This is an optimization exercise on Yosys and OpenROAD, whose aim is small area, a short achievable clock period and few clock cycles, not a production implementation. In this exercise RTL edits were held to simulation tests only and were not proved equivalent to the original.

==> flow/design.v (outline; a module is shown in full before it is edited, if it fits) <==
// module complex_adder: 16 lines
// module complex_subtractor: 35 lines
// module cmul_w1: 475 lines
// module cmul_w2: 327 lines
// module cmul_w3: 475 lines
// module cmul_w6: 331 lines
// module cmul_w9: 463 lines
// module register_bank: 9 lines
// module ks_gp: 73 lines
// module ks_carry: 13 lines
// module butterfly_radix4: 15 lines
// module butterfly_radix4_out: 29 lines
// module control_radix4: 22 lines
// module fft_radix4_top: 70 lines
module fft_radix4_top #(
    parameter WIDTH = 16
)(
    input wire clk,
    input wire rst_n,
    input wire start,
    input wire signed [WIDTH*16-1:0] data_in_real,
    input wire signed [WIDTH*16-1:0] data_in_imag,
    output wire signed [WIDTH*16-1:0] data_out_real,
    output wire signed [WIDTH*16-1:0] data_out_imag,
    output wire done,
    output wire valid
);
  // ...
==> flow/flow/run.sh <==
#!/bin/bash
# Own layout flow: the standard ORFS flow (standard.sh) with
#  - the standard flow's synthesis script plus flow/synth_hooks.tcl (no full-adder
#    extraction, ABC mapping with flow/abc.script);
#  - ports buffered with sky130_fd_sc_hd__buf_1;
#  - setup repair aiming at SETUP_SLACK_MARGIN ns of slack, worst path only.
# Runs in the standard flow's work folder; the make output goes to own_flow.log there and
# each ORFS step writes its own log under orfs/logs.
set -euo pipefail
W=$(pwd)
sed -e "s#^source \$::env(SCRIPTS_DIR)/synth.tcl#source $W/flow/synth_hooks.tcl\n&#" \
    synth_recipe.tcl > own_synth.tcl
grep -q synth_hooks own_synth.tcl
sed -e "s#SYNTH_SCRIPT=[^ ]*synth_recipe.tcl#SYNTH_SCRIPT=$W/own_synth.tcl#" standard.sh > own_standard.sh
grep -q own_synth.tcl own_standard.sh
export OWN_ABC_SCRIPT=$W/flow/abc.script
export BUFFER_PORTS_ARGS="-buffer_cell sky130_fd_sc_hd__buf_1"
export SETUP_SLACK_MARGIN=13
export TNS_END_PERCENT=0
bash own_standard.sh > own_flow.log 2>&1
==> flow/flow/abc.script <==
strash
dch
map -D 6000
topo
stime -c
buffer -c
upsize -c -D 6000
dnsize -c -D 6000
==> flow/flow/synth_hooks.tcl <==
# Sourced by own_synth.tcl (the standard flow's synth_recipe.tcl) just before ORFS's
# synth.tcl. Two changes to the standard flow's synthesis, neither touching registers:
#  - Yosys's full-adder extraction is skipped, so ABC maps the adders;
#  - ABC maps with flow/abc.script (delay target) instead of ORFS's script.
proc extract_fa {args} {
  puts "own flow: full-adder extraction skipped"
}
proc abc {args} {
  set i [lsearch -exact $args -script]
  if { $i >= 0 && [info exists ::env(OWN_ABC_SCRIPT)] } {
    set args [lreplace $args [expr {$i + 1}] [expr {$i + 1}] $::env(OWN_ABC_SCRIPT)]
  }
  puts "own flow: abc $args"
  yosys abc {*}$args
}
==> flow/standard.sh <==
#!/bin/bash
# synth_recipe.tcl (not shown) runs the flow's synth.tcl, then flattens the netlist and writes it again
# the make line also repeats each setting of config.mk as NAME=value (left out here)
make -C /OpenROAD-flow-scripts/flow DESIGN_CONFIG=/design/flow/config.mk WORK_HOME=/design/flow/orfs CLKGATE_MAP_FILE= SYNTH_SCRIPT=/design/flow/synth_recipe.tcl "${@:-finish}"
==> flow/config.mk <==
export PLATFORM = sky130hd
export DESIGN_NAME = fft_radix4_top
export DESIGN_NICKNAME = fft_radix4_top
export VERILOG_FILES = /design/flow/design.v
export SDC_FILE = /design/flow/constraint.sdc
export NUM_CORES = 8
export LEC_CHECK = 0
export ABC_AREA = 1
export CAP_MARGIN = 20
export CORE_MARGIN = 2
export CORE_UTILIZATION = 40
export SLEW_MARGIN = 20
==> flow/constraint.sdc <==
create_clock -name core_clock -period 20.0 [get_ports {clk}]
set_input_delay 4.0000 -clock core_clock [delete_from_list [all_inputs] [get_ports {clk}]]
set_output_delay 4.0000 -clock core_clock [all_outputs]
set_load 0.01 [all_outputs]
==> results.txt, run 1 <==
Logic synthesis
For this run, the leading register cell type out of synthesis is dfxtp_1. The fraction of registers with async set or reset after synthesis is 0.389%. The cell area that synthesis handed to floorplanning was 0.125 sq mm. The post-synthesis area per instance is 5.18 sq um. In this run the biggest area consumer among cell types represents approximately a fifth of the synthesized area.

The main combinational cell family by area after synthesis is simple AND/OR/NAND/NOR gates. The synthesized-area fraction occupied by and/or/nand/nor cells is a little over two fifths.

STA
The hold slack is roughly 1.3 ns. The actual transition at the worst max-transition pin is roughly 1.3 ns. For the finished layout, the period the worst path requires is 9.69 ns.

The count of final hold-check violations is 0.

Global routing
The number of antenna violations at the first check in global routing is approximately 120. In the global route stage, overall resource usage came out at ~44%.

Outcome
The run finished with no timing, DRC or antenna violations.

Final layout
The filler cell count in the final layout is about 35k. The register with the most flip-flops in the final layout is bank.q. Between 150 and 200 antenna diodes ended up in the layout. The final-stage net count is 26.1k.

Hold path
The number of cells traversed by the worst hold path is 7.

Drt
The routed layout has 165k vias. After the first detailed-routing iteration, the DRC count stood at ~19k.

Worst setup path
The critical-path maximum fanout is 4. The critical path crosses 24 cells after its start point. The critical path contains buffers and inverters numbering 5 combined.

CTS
The root buffer cell chosen for the clock tree is clkbuf_16. The number of gates resized after CTS was 686. The number of setup buffers added after CTS is 159.

The tree built by TritonCTS fans out to 514 sinks.

Die
The number of tapcells is about 4.1k. The cell row count is ~200.

Placed design
The post-placement setup slack is 8.56 ns.
Testbench counts, summed over its fixed seeds: cycles 1,528.
==> module complex_subtractor, before the edit <==
module complex_subtractor #(
    parameter CIN = 0,
    parameter STYLE = 1
)(
    input  wire [16:0] a,
    input  wire [16:0] b,
    output wire [15:0] y,
    output wire [15:0] f,
    output wire [15:0] g
);
    wire [16:0] p = a ^ b;
    wire [16:0] gg, pp;
    ks_gp #(.N(17), .STYLE(STYLE)) kt (.p(p), .g(a & b), .gg(gg), .pp(pp));
    wire [16:0] t, u;
    generate
        if (CIN != 0) begin : c1
            assign t = p ^ {gg[15:0] | pp[15:0], 1'b1};
            assign u = p ^ {gg[15:0], 1'b0};
        end else begin : c0
            assign t = p ^ {gg[15:0], 1'b0};
            wire [16:0] s1 = ~p;
            wire [16:0] k1 = {a[15:0] | b[15:0], 1'b0};
            wire [16:0] pu = s1 ^ k1;
            wire [16:0] gu, pq;
            ks_gp #(.N(17), .STYLE(STYLE)) ku (.p(pu), .g(s1 & k1), .gg(gu), .pp(pq));
            assign u = pu ^ {gu[15:0], 1'b0};
        end
    endgenerate
    wire pos_ovf = ~t[16] & t[15];                        
    wire neg_ovf = t[16] & ~t[15];                        
    wire le_min  = neg_ovf | (u[16] & ~u[15]);            
    assign y = pos_ovf ? 16'h7fff : neg_ovf ? 16'h8000 : t[15:0];
    assign f = le_min ? 16'h8001 : pos_ovf ? 16'h7ffe : ~u[16] ? u[15:0] : t[15:0];
    assign g = neg_ovf ? 16'h7fff : pos_ovf ? 16'h8001 : ~t[16] ? ~u[15:0] : ~t[15:0];
endmodule
==> run 2: changes to the inputs <==
--- a/flow/design.v
+++ b/flow/design.v
@@ -16,7 +16,7 @@
 endmodule
 module complex_subtractor #(
     parameter CIN = 0,
-    parameter STYLE = 1
+    parameter STYLE = 0
 )(
     input  wire [16:0] a,
     input  wire [16:0] b,
--- a/flow/flow/run.sh
+++ b/flow/flow/run.sh
@@ -15,6 +15,6 @@
 grep -q own_synth.tcl own_standard.sh
 export OWN_ABC_SCRIPT=$W/flow/abc.script
 export BUFFER_PORTS_ARGS="-buffer_cell sky130_fd_sc_hd__buf_1"
-export SETUP_SLACK_MARGIN=13
+export SETUP_SLACK_MARGIN=11
 export TNS_END_PERCENT=0
 bash own_standard.sh > own_flow.log 2>&1
==> results.txt, run 2 <==
Outcome
Run status: timing/DRC/antenna clean (unchanged).

CTS
The depth of the CTS H-tree is 3 (unchanged). The number of clock sinks came to 514 (unchanged). The count of hold buffers inserted by post-cts repair is 0 (unchanged).

The maximum clock insertion buffer count is 3 (was 4). The total CTS buffers is 72 (was 75). The clock tree root buffer cell is clkbuf_16 (unchanged). The clock tree from TritonCTS is built (unchanged). The clock slew seen by the registers of the worst setup and hold paths was 0.06 ns (about the same). The later-pin clock latency in the skew report was 0.75 ns (was 0.86 ns).

Drt
The via count is 168k (was 165k). The number of search-and-repair iterations in the first detailed-routing pass was 7 (was 10). The sum of routed wire length over all layers is 691000 um (was 734000 um). The routed length on met2 is 284000 um (was 287000 um). The vias per cell is 5.43 (was 5.50). The count of unresolved DRC violations after routing is 0 (unchanged). The amount of wire on met3 after detailed routing came to 66300 um (was 81100 um).

The detailed router's first-iteration violation count is 17.0k (was 19.2k). The average wire per cell in the routed design is 22.4 um (was 24.5 um). The top layer used by detailed routing is met5 (unchanged). The sum of routed wire segments on met1 is 269000 um (was 282000 um). The post-route antenna net violation count is 0 (unchanged).

Global routing
The global-route wire length before repair came to 955000 um (was 998000 um). The number of global-route vias before repair came to 146k (was 142k). The aggregate global routing overflow came to 0 (unchanged).

The aggregate global-route resource usage was 39.5% (was 43.5%). The number of antenna violations at the first check in global routing is 85 (was 115). The pin count of the biggest net entering global routing came to 122 (was 150).

Final layout
The final core area utilization is 48.5% (was 47.5%). The layout overhead on the synthesized area is 20.9% (was 18.1%). Biggest regs: bank.q (512), ctrl.s1 (1), ctrl.s2 (1) (unchanged). The most frequent standard cell in the layout excluding fill and tap cells was nand2_1 (unchanged).

Highest-count cells in the layout ignoring fill and taps: nand2_1, nor2_1, inv_1, xor2_1, o21ai_0 (was nand2_1, nor2_1, inv_1, xor2_1, a21oi_1). The share of final-layout standard cells stronger than drive strength 1 is 14.1% (was 11.7%). The final-stage net count is 26.9k (was 26.1k).

The largest register by flop count is bank.q (unchanged). The flip-flop count of the largest register, all copies and words added is 512 (unchanged).

Die
The standard cell core area is 0.321 sq mm (was 0.312 sq mm). The cell row count came to 208 (was 205). The die height is 571 um (was 564 um). The effective utilization at floorplan is 40.1% (was 40.2%). The overall die area is 0.326 sq mm (was 0.318 sq mm).

The x dimension of the die is 571 um (was 564 um). The number of placed I/O pins came to 1029 (unchanged).

Hold path
The class of the worst hold path was register to register (unchanged).

Logic synthesis
The main combinational cell family by area after synthesis was simple AND/OR/NAND/NOR gates (unchanged). The count of synthesis-stage warnings from yosys is 6 (unchanged). The sequential-to-total area share from yosys stat is 8.00% (was 8.22%). The most instantiated library cell after synthesis was nand2_1 (unchanged). Cell types with the largest area share after synthesis: nand2_1, nor2_1, xor2_1, inv_1, dfxtp_1 (unchanged). The biggest area consumer among synthesized cells is nand2_1 (unchanged).

The synthesized-area fraction occupied by xor and xnor cells is 14.4% (was 14.1%). Top cell types by occurrence after synthesis: nand2_1, nor2_1, inv_1, o21ai_0, xor2_1 (was nand2_1, nor2_1, inv_1, a21oi_1, o21ai_0). The synthesized net count is 25.5k (was 24.7k). The most frequently used flop master after synthesis is dfxtp_1 (unchanged).

The area share of the leading cell type in the synthesized netlist is 19.2% (was 20.0%). The post-synthesis compound-gate area fraction is 22.4% (about the same). The cell count after synthesis is 25.0k (was 24.2k).

The number of enable flip-flop cells after synthesis is 0 (unchanged). The synthesized-area fraction occupied by and/or/nand/nor cells is 41.6% (was 42.5%). The post-synthesis area per instance came to 5.16 sq um (was 5.18 sq um). The number of different library cells in the post-synthesis netlist is 126 (was 114). The fraction of registers with async set or reset after synthesis is 0.389% (unchanged).

The adder-cell share of the synthesized area is 0.242% (was 0.288%). The number of synthesized register bits is 514 (unchanged). The post-synth design cell area is 0.129 sq mm (was 0.125 sq mm). The post-synthesis mux area share is 0.257% (was 0.144%).

Worst setup path
The data required time of the critical path is 16.00 ns (about the same). The type of origin of the critical path is a register (unchanged). The category of the critical setup timing path is register to primary output (unchanged). The critical-path maximum fanout came to 10 (was 4). The nature of the critical path endpoint is a primary output (unchanged). The buffer and inverter count on the worst path is 5 (unchanged). The family with the most delay on the worst path is simple AND/OR/NAND/NOR gates (was compound AO/OA/AOI/OAI gates). The data arrival time of the critical path came to 5.12 ns (was 5.69 ns). The slowest stage cell on the critical path is dfxtp_4 (was a31oi_2). The delay contributed by the slowest stage of the critical path is 0.36 ns (was 0.74 ns).

STA
The worst-case clock skew is 0.0597 ns (was 0.0616 ns). The count of final hold-check violations came to 0 (unchanged). The final critical-path share of the clock period is 45.6% (was 48.4%). The time the final worst path needs with I/O delays and setup is 9.12 ns (was 9.69 ns). The final worst setup slack is 10.88 ns (was 10.31 ns). The number of pins exceeding their max-slew limit in the final report was 0 (unchanged). The final setup violation count is 0 (unchanged).

The achievable clock frequency came to 0.110 GHz (was 0.103 GHz). The worst slew margin relative to its limit is 8.90% (was 11.9%). The actual transition at the worst max-transition pin came to 1.36 ns (was 1.32 ns).

Unrepaired setup endpoints after global routing: true (unchanged). The final-layout setup total negative slack was 0 ns (unchanged).

Placed design
The post-placement setup slack came to 8.75 ns (was 8.56 ns). The routability congestion estimate came to 1.10 (was 1.13). The quantity of I/O buffers inserted on ports is 1028 (unchanged). The HPWL after detailed placement is 582000 um (was 629000 um).

Run
The number of max-cap violations came to 0 (unchanged).

run 2: cell types whose count changed after synthesis, moves of 47 or more:
| cell | change |
|---|---|
| xnor2_1 | -49 |
| inv_1 | +356 |
| o21a_1 | -47 |
| a21oi_1 | +65 |
| a31oi_1 | +64 |
| or2_2 | +57 |
| nand2_1 | -78 |
| o21ai_0 | +160 |
| nor2_1 | +215 |
| xor2_1 | +134 |
run 2: cells by family after synthesis:
family	Yosys count
compound gates	4987
xor+xnor	2096
fa+ha+maj	31
buf+inv	4373
flops	514
mux	33
simple gates	12900
run 2: path summary, 6_finish.rpt:
path / startpoint / endpoint / slack (ns) / cells after the start
worst max register to register: bank.q[193]$_DFF_P_ / bank.q[357]$_DFF_P_ / 10.99 / 50
max in group asynchronous: rst_n / ctrl.s1$_DFF_PN0_ / 16.80 / 1
min in group asynchronous: rst_n / ctrl.s1$_DFF_PN0_ / 3.05 / 1
worst min register to register: ctrl.s1$_DFF_PN0_ / ctrl.s2$_DFF_PN0_ / 1.13 / 1
worst min-delay path: ctrl.s1$_DFF_PN0_ / ctrl.s2$_DFF_PN0_ / 1.13 / 1
worst max-delay path: bank.q[417]$_DFF_P_ / data_out_real[213] / 10.88 / 32
run 2: repair_timing:
action | CTS | global route
endpoints found under the hold margin | 0 | 0
cloned | 10 | 23
setup endpoints to repair | 698 | 794
resized for setup | 890 | 1796
setup buffers | 131 | 416
pin swaps | 75 | 336
run 2: layout make-up:
class | count | area [sq um]
Inverter | 3981 | 15300
Clock inverter | 51 | 792
Antenna cell | 105 | 263
Tap cell | 4305 | 5390
Multi-Input combinational cell | 20100 | 112000
Timing Repair Buffer | 1742 | 10000
Fill cell | 35400 | 165000
Sequential cell | 514 | 10500
Clock buffer | 80 | 1860
Timing Repair inverter | 3 | 27.5
run 2: per-layer routing:
layer  GRT usage (%)  vias up
met1            48.1    76300
met3            8.04     1701
met5               0        -
met4            34.0       28
met2            59.3     7809
li1                -    81800
run 2: metrics by stage:
stage          hold slack (ns)  std cells  area [sq um]
2_1_floorplan            0.455      25000        129000
3_3_place_gp              1.12      30100        137000
3_5_place_dp              1.10      30100        137000
4_1_cts                   1.10      30300        145000
5_1_grt                   1.13      30800        156000
6_report                  1.13      30900        156000
Testbench counts of run 2, summed over its fixed seeds: cycles 1,528.
==> run 3: changes to the inputs <==
--- a/flow/design.v
+++ b/flow/design.v
@@ -16,7 +16,7 @@
 endmodule
 module complex_subtractor #(
     parameter CIN = 0,
-    parameter STYLE = 0
+    parameter STYLE = 1
 )(
     input  wire [16:0] a,
     input  wire [16:0] b,
==> flow/flow/run.sh (replaced) <==
#!/bin/bash
# Own layout flow: the standard ORFS flow (standard.sh, standard
# synthesis) with
#  - ports buffered with sky130_fd_sc_hd__buf_1;
#  - setup repair aiming at SETUP_SLACK_MARGIN ns of slack, worst path only.
# Runs in the standard flow's work folder; the make output goes to own_flow.log there and
# each ORFS step writes its own log under orfs/logs.
set -euo pipefail
export BUFFER_PORTS_ARGS="-buffer_cell sky130_fd_sc_hd__buf_1"
export SETUP_SLACK_MARGIN=13
export TNS_END_PERCENT=0
bash standard.sh > own_flow.log 2>&1
removed: flow/flow/abc.script
removed: flow/flow/synth_hooks.tcl
==> results.txt, run 3 <==
Final layout
The largest register by flop count is bank.q (unchanged). The most frequent standard cell in the layout excluding fill and tap cells is inv_1 (was nand2_1). The share of final-layout standard cells stronger than drive strength 1 came to 8.94% (was 14.1%). The final-stage net count was 23.7k (was 26.9k). Highest-count cells in the layout ignoring fill and taps: inv_1, nand2_1, ha_1, fa_1, a21oi_1 (was nand2_1, nor2_1, inv_1, xor2_1, o21ai_0). The flip-flop count of the largest register, all copies and words added is 512 (unchanged). Biggest regs: bank.q (512), ctrl.s1 (1), ctrl.s2 (1) (unchanged). The layout overhead on the synthesized area is 14.3% (was 20.9%).

The final non-filler cell total is 24.2k (was 30.9k).

Worst setup path
The buffer and inverter count on the worst path was 12 (was 5). The dominant cell type by count on the critical path is nand2_2. The data arrival time of the critical path was 12.02 ns (was 5.12 ns). The slowest stage cell on the critical path was fa_1 (was dfxtp_4). The delay contributed by the slowest stage of the critical path is 0.55 ns (was 0.36 ns). The family with the most delay on the worst path was compound AO/OA/AOI/OAI gates (was simple AND/OR/NAND/NOR gates). The data required time of the critical path was 20.66 ns (was 16.00 ns). The nature of the critical path endpoint is a register (was primary output).

The type of origin of the critical path is a register (unchanged). The category of the critical setup timing path was register to register (was register to primary output). The critical-path maximum fanout came to 8 (was 10).

Global routing
The global-route wire length before repair is 873000 um (was 955000 um). The number of global-route vias before repair is 122k (was 146k). The number of antenna violations at the first check in global routing is 75 (was 85). The aggregate global routing overflow is 0 (unchanged). The pin count of the biggest net entering global routing is 110 (was 122). The aggregate global-route resource usage is 36.5% (was 39.5%).

Drt
The via count was 128k (was 168k). The vias per cell was 5.27 (was 5.43). The detailed router's first-iteration violation count is 12.1k (was 17.0k).

The sum of routed wire length over all layers is 624000 um (was 691000 um). The number of search-and-repair iterations in the first detailed-routing pass is 7 (unchanged). The count of unresolved DRC violations after routing is 0 (unchanged). The post-route antenna net violation count came to 0 (unchanged). The average wire per cell in the routed design was 25.8 um (was 22.4 um).

Logic synthesis
The number of different library cells in the post-synthesis netlist came to 79 (was 126). Cell types with the largest area share after synthesis: fa_1, ha_1, inv_1, nand2_1, dfxtp_1 (was nand2_1, nor2_1, xor2_1, inv_1, dfxtp_1). The most frequently used flop master after synthesis was dfxtp_1 (unchanged). The biggest area consumer among synthesized cells is fa_1 (was nand2_1).

The post-synthesis area per instance was 7.11 sq um (was 5.16 sq um). The count of synthesis-stage warnings from yosys came to 6 (unchanged). The cell count after synthesis is 18.5k (was 25.0k). The fraction of registers with async set or reset after synthesis is 0.389% (unchanged). The most instantiated library cell after synthesis is inv_1 (was nand2_1). The area share of the leading cell type in the synthesized netlist came to 20.9% (was 19.2%).

Top cell types by occurrence after synthesis: inv_1, nand2_1, ha_1, fa_1, a21oi_1 (was nand2_1, nor2_1, inv_1, o21ai_0, xor2_1). The post-synth design cell area came to 0.131 sq mm (was 0.129 sq mm). The sequential-to-total area share from yosys stat is 7.84% (was 8.00%). The synthesized net count is 22.4k (was 25.5k).

The number of enable flip-flop cells after synthesis came to 0 (unchanged). The number of synthesized register bits came to 514 (unchanged).

STA
Unrepaired setup endpoints after global routing: true (unchanged). The achievable clock frequency is 0.0881 GHz (was 0.110 GHz). The time the final worst path needs with I/O delays and setup was 11.36 ns (was 9.12 ns).

The final critical-path share of the clock period is 56.8% (was 45.6%). The final-layout setup total negative slack is 0 ns (unchanged). The worst-case clock skew is 0.0549 ns (was 0.0597 ns). The number of pins exceeding their max-slew limit in the final report was 0 (unchanged). The final worst setup slack came to 8.64 ns (was 10.88 ns).

The actual transition at the worst max-transition pin came to 1.31 ns (was 1.36 ns). The count of final hold-check violations was 0 (unchanged). The final setup violation count is 0 (unchanged). The worst slew margin relative to its limit is 12.3% (was 8.90%).

CTS
The number of clock sinks is 514 (unchanged). The maximum clock insertion buffer count is 3 (unchanged). The clock slew seen by the registers of the worst setup and hold paths is 0.06 ns (about the same). The depth of the CTS H-tree was 3 (unchanged). The clock tree root buffer cell is clkbuf_16 (unchanged). The clock tree from TritonCTS is built (unchanged). The later-pin clock latency in the skew report is 0.75 ns (about the same).

The total CTS buffers is 75 (was 72). The count of hold buffers inserted by post-cts repair is 0 (unchanged).

Placed design
The post-placement setup slack is 6.92 ns (was 8.75 ns). The quantity of I/O buffers inserted on ports is 1028 (unchanged). The HPWL after detailed placement is 548000 um (was 582000 um). The cell count after placement came to 23.6k (was 30.1k). The routability congestion estimate came to 1.07 (was 1.10).

Die
The overall die area was 0.333 sq mm (was 0.326 sq mm). The number of placed I/O pins is 1029 (unchanged). The standard cell core area was 0.327 sq mm (was 0.321 sq mm). The die height is 577 um (was 571 um). The cell row count came to 210 (was 208).

The effective utilization at floorplan is 40.2% (was 40.1%). The x dimension of the die is 577 um (was 571 um).

Hold path
The class of the worst hold path is register to register (unchanged).

Outcome
Run status: timing/DRC/antenna clean (unchanged).

Run
The number of max-cap violations is 0 (unchanged).
==> run 3: cell count changes after synthesis, sizes merged, moves of 322 or more <==
cell	before	now
xor2	1655	885
nor2	4166	870
xnor2	441	119
fa	0	1374
o21ai	2059	1085
inv	3943	4309
nand2	6683	3735
or2	705	188
ha	0	2030
a21oi	1689	1207
==> run 3: per-layer routing <==
layer	part of all wire (%)	vias up	global-route usage [%]
li1	-	59700	-
met1	42	61500	48.4
met2	41	5397	53.2
met3	8.3	1098	6.66
met4	8.7	28	26.8
met5	0.029	-	0
==> run 3: worst paths after layout <==
path	slack, ns	endpoint	cells past startpoint	startpoint
setup / recovery	8.64	bank.q[394]$_DFF_P_	70	bank.q[374]$_DFF_P_
hold / removal	0.81	ctrl.s2$_DFF_PN0_	0	ctrl.s1$_DFF_PN0_
setup reg to reg	8.64	bank.q[394]$_DFF_P_	70	bank.q[374]$_DFF_P_
hold reg to reg	0.81	ctrl.s2$_DFF_PN0_	0	ctrl.s1$_DFF_PN0_
max in group asynchronous	16.83	ctrl.s1$_DFF_PN0_	1	rst_n
min in group asynchronous	3.03	ctrl.s1$_DFF_PN0_	1	rst_n
==> run 3: kinds of logic after synthesis <==
logic type | synth area share [%]
simple gates | 18.1
flops | 7.84
xor+xnor | 6.70
compound gates | 13.3
fa+ha+maj | 40.3
buf+inv | 13.8
==> run 3: layout make-up <==
type	instances	area (sq um)
clock buffer	92	2020
timing repair inverter	5	27.5
inverter	4326	16400
sequential	514	10300
fill	34000	177000
antenna	68	170
timing repair buffer	1611	8450
tap	4346	5440
clock inverter	44	582
multi-input combinational	13200	107000
==> run 3: repair_timing <==
action                                  4_1_cts  5_1_grt
gates cloned                                 13        4
setup buffers                               296       71
pin swaps                                   248      152
endpoints found under the setup margin     1020     1024
gates resized for setup                     586      222
==> run 3: stage by stage <==
stage                     utilization, %  instance area (sq um)  hold WS, ns
after floorplan                        -                 132000        0.412
after global placement              43.1                 141000        0.810
after detailed placement            43.1                 141000        0.807
after CTS                           45.4                 148000        0.815
after global routing                45.9                 150000        0.850
final                               45.9                 150000        0.813
Testbench counts of run 3, summed over its fixed seeds: cycles 1,528.
==> run 4: changes to the inputs <==
--- a/flow/config.mk
+++ b/flow/config.mk
@@ -10,3 +10,5 @@
 export CORE_MARGIN = 2
 export CORE_UTILIZATION = 40
 export SLEW_MARGIN = 20
+export SYNTH_HIERARCHICAL = 1
+export SYNTH_MINIMUM_KEEP_SIZE = 1500
==> results.txt, run 4 <==
Worst setup path
The endpoint of the worst register-to-register path is bank.q[392]$_DFF_P_ (was bank.q[394]$_DFF_P_). The data required time of the critical path is 20.72 ns (was 20.66 ns). The nature of the critical path endpoint is a register (unchanged). The start point of the critical path is bank.q[368]$_DFF_P_ (was bank.q[374]$_DFF_P_). The destination of the critical timing path is bank.q[392]$_DFF_P_ (was bank.q[394]$_DFF_P_). The category of the critical setup timing path is register to register (unchanged). The slowest stage cell on the critical path is fa_2 (was fa_1). The type of origin of the critical path is a register (unchanged). The worst reg2reg path startpoint is bank.q[368]$_DFF_P_ (was bank.q[374]$_DFF_P_). The critical-path maximum fanout is 6 (was 8).

The flop-to-flop setup slack came to 11.23 ns (was 8.64 ns). The data arrival time of the critical path is 9.49 ns (was 12.02 ns). The depth of the most critical reg-to-reg path came to 47 (was 70).

The delay contributed by the slowest stage of the critical path is 0.57 ns (was 0.55 ns). The dominant cell type by count on the critical path is inv_1 (was nand2_2).

STA
The worst-case clock skew is 0.106 ns (was 0.0549 ns). The final-layout setup total negative slack is 0 ns (unchanged). The number of pins exceeding their max-slew limit in the final report was 0 (unchanged). The count of final hold-check violations is 0 (unchanged). The hold slack is 1.19 ns (was 0.813 ns). The worst slew margin relative to its limit came to 24.0% (was 12.3%). The final setup violation count is 0 (unchanged). The time the final worst path needs with I/O delays and setup is 8.77 ns (was 11.36 ns). The actual transition at the worst max-transition pin is 1.14 ns (was 1.31 ns). Unrepaired setup endpoints after global routing: true (unchanged).

The achievable clock frequency was 0.114 GHz (was 0.0881 GHz). The final critical-path share of the clock period is 43.9% (was 56.8%).

Die
The number of placed I/O pins is 1029 (unchanged). The overall die area is 0.394 sq mm (was 0.333 sq mm). The die height was 627 um (was 577 um).

The x dimension of the die was 627 um (was 577 um). The cell row count was 228 (was 210). The effective utilization at floorplan is 40.2% (about the same). The standard cell core area is 0.386 sq mm (was 0.327 sq mm).

Placed design
The HPWL after detailed placement is 569000 um (was 548000 um). The routability congestion estimate is 1.03 (was 1.07). The quantity of I/O buffers inserted on ports is 1028 (unchanged). The area after detailed placement is 0.163 sq mm (was 0.141 sq mm).

Drt
The via count is 153k (was 128k). The count of unresolved DRC violations after routing is 0 (unchanged). The number of search-and-repair iterations in the first detailed-routing pass is 9 (was 7).

The vias per cell is 5.06 (was 5.27). The sum of routed wire length over all layers is 656000 um (was 624000 um). The average wire per cell in the routed design is 21.6 um (was 25.8 um).

The post-route antenna net violation count is 0 (unchanged). The detailed router's first-iteration violation count is 11.6k (was 12.1k).

Global routing
The aggregate global-route resource usage came to 32.3% (was 36.5%). The number of global-route vias before repair is 146k (was 122k). The number of antenna violations at the first check in global routing is 36 (was 75).

The global-route wire length before repair is 944000 um (was 873000 um). The pin count of the biggest net entering global routing was 153 (was 110). The aggregate global routing overflow is 0 (unchanged).

Logic synthesis
The cell count after synthesis came to 23.9k (was 18.5k). The post-synth design cell area was 0.155 sq mm (was 0.131 sq mm). The synthesized net count is 27.8k (was 22.4k). The post-synthesis area per instance is 6.49 sq um (was 7.11 sq um).

The count of synthesis-stage warnings from yosys is 12 (was 6).

Outcome
Run status: timing/DRC/antenna clean (unchanged).

Final layout
Biggest regs: bank.q (512), ctrl.s1 (1), ctrl.s2 (1) (unchanged). Highest-count cells in the layout ignoring fill and taps: nand2_1, inv_1, ha_1, nor2_1, fa_1 (was inv_1, nand2_1, ha_1, fa_1, a21oi_1). The final core area utilization is 45.7% (was 45.9%).

The final-stage net count is 28.9k (was 23.7k). The filler cell count in the final layout is 41.1k (was 34.0k). The area of all placed cells without fillers is 0.176 sq mm (was 0.150 sq mm).

The multi-input logic area is 0.131 sq mm (was 0.107 sq mm). The footprint of the flip-flops and latches is 0.0105 sq mm (was 0.0103 sq mm). The flip-flop count of the largest register, all copies and words added came to 512 (unchanged). The most frequent standard cell in the layout excluding fill and tap cells was nand2_1 (was inv_1). The largest register by flop count is bank.q (unchanged).

The share of final-layout standard cells stronger than drive strength 1 is 13.7% (was 8.94%). The layout overhead on the synthesized area is 13.5% (was 14.3%).

Hold path
The class of the worst hold path is register to register (unchanged).

CTS
The number of clock sinks came to 514 (unchanged). The clock slew seen by the registers of the worst setup and hold paths came to 0.06 ns (about the same). The depth of the CTS H-tree is 3 (unchanged).

The clock tree root buffer cell is clkbuf_16 (unchanged). The clock tree from TritonCTS is built (unchanged). The total CTS buffers is 77 (was 75). The count of hold buffers inserted by post-cts repair is 0 (unchanged).

The later-pin clock latency in the skew report came to 0.87 ns (was 0.75 ns). The maximum clock insertion buffer count is 4 (was 3).

Run
The number of max-cap violations was 0 (unchanged).
run 4: worst min-delay path by stage:
| stage | startpoint | endpoint | depth (start not counted) |
|---|---|---|---|
| after floorplan | ctrl.s1$_DFF_PN0_ | ctrl.s2$_DFF_PN0_ | 0 |
| after global placement | ctrl.s1$_DFF_PN0_ | ctrl.s2$_DFF_PN0_ | 1 |
| after detailed placement | ctrl.s1$_DFF_PN0_ | ctrl.s2$_DFF_PN0_ | 1 |
| after CTS | ctrl.s1$_DFF_PN0_ | ctrl.s2$_DFF_PN0_ | 1 |
| after global routing | ctrl.s1$_DFF_PN0_ | ctrl.s2$_DFF_PN0_ | 1 |
| final | ctrl.s1$_DFF_PN0_ | ctrl.s2$_DFF_PN0_ | 1 |
run 4: layout make-up:
class | instances | share of cell area [%]
Clock buffer | 93 | 1.18
Timing Repair Buffer | 1547 | 4.53
Clock inverter | 41 | 0.272
Sequential cell | 514 | 5.94
Antenna cell | 43 | 0.0610
Multi-Input combinational cell | 18300 | 74.3
Inverter | 4651 | 10.1
Tap cell | 5175 | 3.67
run 4: stage by stage:
stage	instances	worst slack, ns
floorplan	23900	11.83
global route	30300	10.86
finish	30300	11.23
detailed placement	29700	9.46
CTS	30100	11.26
global placement	29700	9.54
run 4: routing by layer:
metal / vias up / GRT usage (%) / share of wire (%)
met5: - / 0 / 0.0067
met4: 6 / 23.7 / 9.2
met3: 1180 / 3.55 / 5.4
met2: 4850 / 52.7 / 45
met1: 72300 / 39.4 / 40
li1: 75100 / - / -
run 4: timing repair:
item / CTS / global route
gates cloned: 15 / 11
pin swaps: 260 / 235
setup endpoints to repair: 832 / 832
buffers inserted: 265 / 161
gates resized for setup: 1136 / 587
run 4: worst max-delay path, delay by kind of cell, from the launching register on:
family	cells	cell delay, ns
buf+inv	10	0.84
simple gates	16	1.63
xor+xnor	3	0.58
compound gates	7	1.00
fa+ha+maj	11	4.19
flops	1	0.35

## separate check: timing with driven ports
The results above use ideal ports. As a check the final layouts listed here were re-extracted and re-timed, cells and wires unchanged.
Step 1, drivers: a clkbuf_16 drives clk and a buf_2 each remaining input, both assumed.
Step 2, shift: input delay + t, output delay - t, t = (earliest + latest rising clock arrival at the registers) / 2. This alone moves slack from input paths to output paths.
Slacks: ideal ports / drivers / drivers and shift; pairs: ideal ports / drivers.
run	shift t [ns]	setup slack, ns	hold WS [ns]	worst setup path at the end
run 1	0.936	10.311 / 10.203 / 10.477	1.265 / 1.265 / 1.265	register to register
run 2	0.843	10.880 / 10.759 / 10.758	1.133 / 1.133 / 1.133	input to register
run 3	0.843	8.644 / 8.644 / 8.644	0.813 / 0.813 / 0.813	register to register
run 4	0.925	11.227 / 11.177 / 11.227	1.189 / 1.189 / 1.189	register to register
After both steps every run listed still meets setup and hold. For run 2, which loses most, drivers alone change the setup slack by -0.121 ns; drivers and shift together by -0.122 ns.
